Background: an optimization exercise with open tools, aiming at small area and a short achievable clock period. Do not read the settings as production practice.
Power is estimated from default activity; no workload was simulated.

Setup of harbor:
==> flow/design.v <==
module max_priority_queue #(
    parameter DATA_WIDTH = 16,
    parameter PQ_DEPTH = 32
)(
    input wire clk,
    input wire reset,
    input wire [DATA_WIDTH-1:0] data_in,
    input wire valid_in,
    input wire [1:0] op,
    output wire ready_out,
    output wire [DATA_WIDTH-1:0] pq_out,
    output wire valid_out,
    input wire ready_in
);
    localparam W = DATA_WIDTH;
    localparam N = PQ_DEPTH;
    localparam CW = $clog2(PQ_DEPTH) + 1;
    reg [W*N-1:0] cv;        
    reg [W-1:0] d_reg;       
    reg pend_push, pend_pop, pend_clr;
    reg [W-1:0] top;         
    reg [CW-1:0] cnt;        
    reg not_full, not_empty;
    wire push_in = ~reset & (op == 2'b01) & valid_in & not_full;
    wire pop_in  = ~reset & (op == 2'b10) & ready_in & not_empty;
    wire [N:0] g;
    assign g[0] = 1'b1;
    genvar i;
    generate
        for (i = 0; i < N; i = i + 1) begin : cmp
            cmp_ge #(.W(W)) u_ge (.a(cv[W*i +: W]), .b(d_reg), .ge(g[i+1]));
        end
    endgenerate
    generate
        for (i = 0; i < N; i = i + 1) begin : cells
            wire take_d    = ~pend_clr & pend_push & ~g[i+1] & g[i];
            wire take_prev = ~pend_clr & pend_push & ~g[i];
            wire take_next = ~pend_clr & pend_pop;
            wire keep      = ~pend_clr & ~pend_push & ~pend_pop | pend_push & g[i+1];
            wire [W-1:0] prev_v = (i == 0)   ? {W{1'b0}} : cv[W*((i == 0) ? 0 : i-1) +: W];
            wire [W-1:0] next_v = (i == N-1) ? {W{1'b0}} : cv[W*((i == N-1) ? i : i+1) +: W];
            always @(posedge clk) begin
                cv[W*i +: W] <= ({W{keep}} & cv[W*i +: W]) |
                                ({W{take_d}} & d_reg) |
                                ({W{take_prev}} & prev_v) |
                                ({W{take_next}} & next_v);
            end
        end
    endgenerate
    always @(posedge clk) begin
        d_reg <= data_in;
        pend_push <= push_in;
        pend_pop <= pop_in;
        pend_clr <= reset;
    end
    wire [W-1:0] c0 = cv[0 +: W];
    wire [W-1:0] c1 = cv[W +: W];
    wire [W-1:0] c2 = cv[2*W +: W];
    reg [W-1:0] second;
    always @(*) begin
        if (pend_clr)
            second = {W{1'b0}};
        else if (pend_push)
            second = ~g[1] ? c0 : (g[2] ? c1 : d_reg);
        else if (pend_pop)
            second = c2;
        else
            second = c1;
    end
    wire top_ge_x;
    cmp_ge #(.W(W)) u_top (.a(top), .b(data_in), .ge(top_ge_x));
    always @(posedge clk) begin
        if (reset)
            top <= {W{1'b0}};
        else if (push_in & ~top_ge_x)
            top <= data_in;
        else if (pop_in)
            top <= second;
    end
    always @(posedge clk) begin
        if (reset) begin
            cnt <= {CW{1'b0}};
            not_full <= 1'b1;
            not_empty <= 1'b0;
        end else if (push_in) begin
            cnt <= cnt + 1'b1;
            not_full <= (cnt != N-1);
            not_empty <= 1'b1;
        end else if (pop_in) begin
            cnt <= cnt - 1'b1;
            not_full <= 1'b1;
            not_empty <= (cnt != 1);
        end
    end
    assign pq_out = top;
    assign valid_out = not_empty;
    assign ready_out = not_full;
endmodule
module cmp_ge #(parameter W = 16) (
    input wire [W-1:0] a,
    input wire [W-1:0] b,
    output wire ge
);
    wire [W:0] c;
    assign c[0] = 1'b1;
    genvar k;
    generate
        for (k = 0; k < W; k = k + 1) begin : r
            assign c[k+1] = (a[k] & ~b[k]) | (a[k] & c[k]) | (~b[k] & c[k]);
        end
    endgenerate
    assign ge = c[W];
endmodule
Settings: LEC_CHECK=0, CAP_MARGIN=20, CORE_MARGIN=2, CORE_UTILIZATION=45, SLEW_MARGIN=20; clock period 15.0 ns.
standard.sh (not shown) runs the stock make flow with config.mk's settings and CLKGATE_MAP_FILE= SYNTH_SCRIPT=/design/flow/synth_recipe.tcl, a recipe that flattens the netlist after the stock synthesis.
==> flow/flow/run.sh <==
#!/bin/bash
# Standard layout, with timing repair aimed well below the clock period.
set -euo pipefail
bash standard.sh SETUP_SLACK_MARGIN=11 finish > standard_flow.log 2>&1
### harbor -> maple
==> flow/run.sh (new file) <==
#!/bin/bash
# synth_recipe.tcl (not shown) runs the flow's synth.tcl, then flattens the netlist and writes it again
# the make line also repeats each setting of config.mk as NAME=value (left out here)
make -C /OpenROAD-flow-scripts/flow DESIGN_CONFIG=/design/flow/config.mk WORK_HOME=/design/flow/orfs CLKGATE_MAP_FILE= SYNTH_SCRIPT=/design/flow/synth_recipe.tcl finish
removed: flow/flow/run.sh
removed: flow/standard.sh
==> comparison <==
When maple is measured against harbor, its part of the total power dissipated in combinational logic turns out 0.9 points lower. Final clock period utilization by the worst path: maple > harbor. Comparing maple and harbor, the lower cell internal power dissipation was measured on harbor. Total of fill cells in the finished design: higher on maple. Diff harbor -> maple | clock skew | increase of 5.8 ps. Against harbor, maple comes in 1 lower on initial antenna violation count. maple — total leakage power about 3% lower, harbor as reference. The lower time the worst path needs with I/O delays and setup of maple and harbor is in harbor.
No functional check of the RTL was part of any run of this note.

-- static timing again, ports no longer ideal --
No port has a modelled driver above. Below, the same layouts with a new extraction and two added sets of constraints. Step 1, drivers: a clkbuf_16 drives clk and a buf_2 each remaining input, both assumed. Step 2 times the ports against the registers' clock, not the clock port: input delays grow and output delays shrink by t, the midpoint of the rising clock arrivals with the driver on. a / b / c = ideal / step 1 / step 2; a / b = the first two.
run | t (ns) | slack for setup (ns) | worst hold slack (ns) | slew at the worst register clock pin (ns) | worst data-port slew with drivers (ns)
harbor | 0.677 | 10.432 / 10.444 / 9.767 | 0.507 / 0.507 / 0.507 | 0.06 / 0.06 | 0.06
maple | 0.679 | 9.015 / 9.066 / 8.386 | 0.489 / 0.489 / 0.489 | 0.06 / 0.06 | 0.04
After both steps setup and hold are still met in every run listed. For harbor, which loses most, drivers alone change the setup slack by +0.012 ns; drivers and shift together by -0.665 ns.
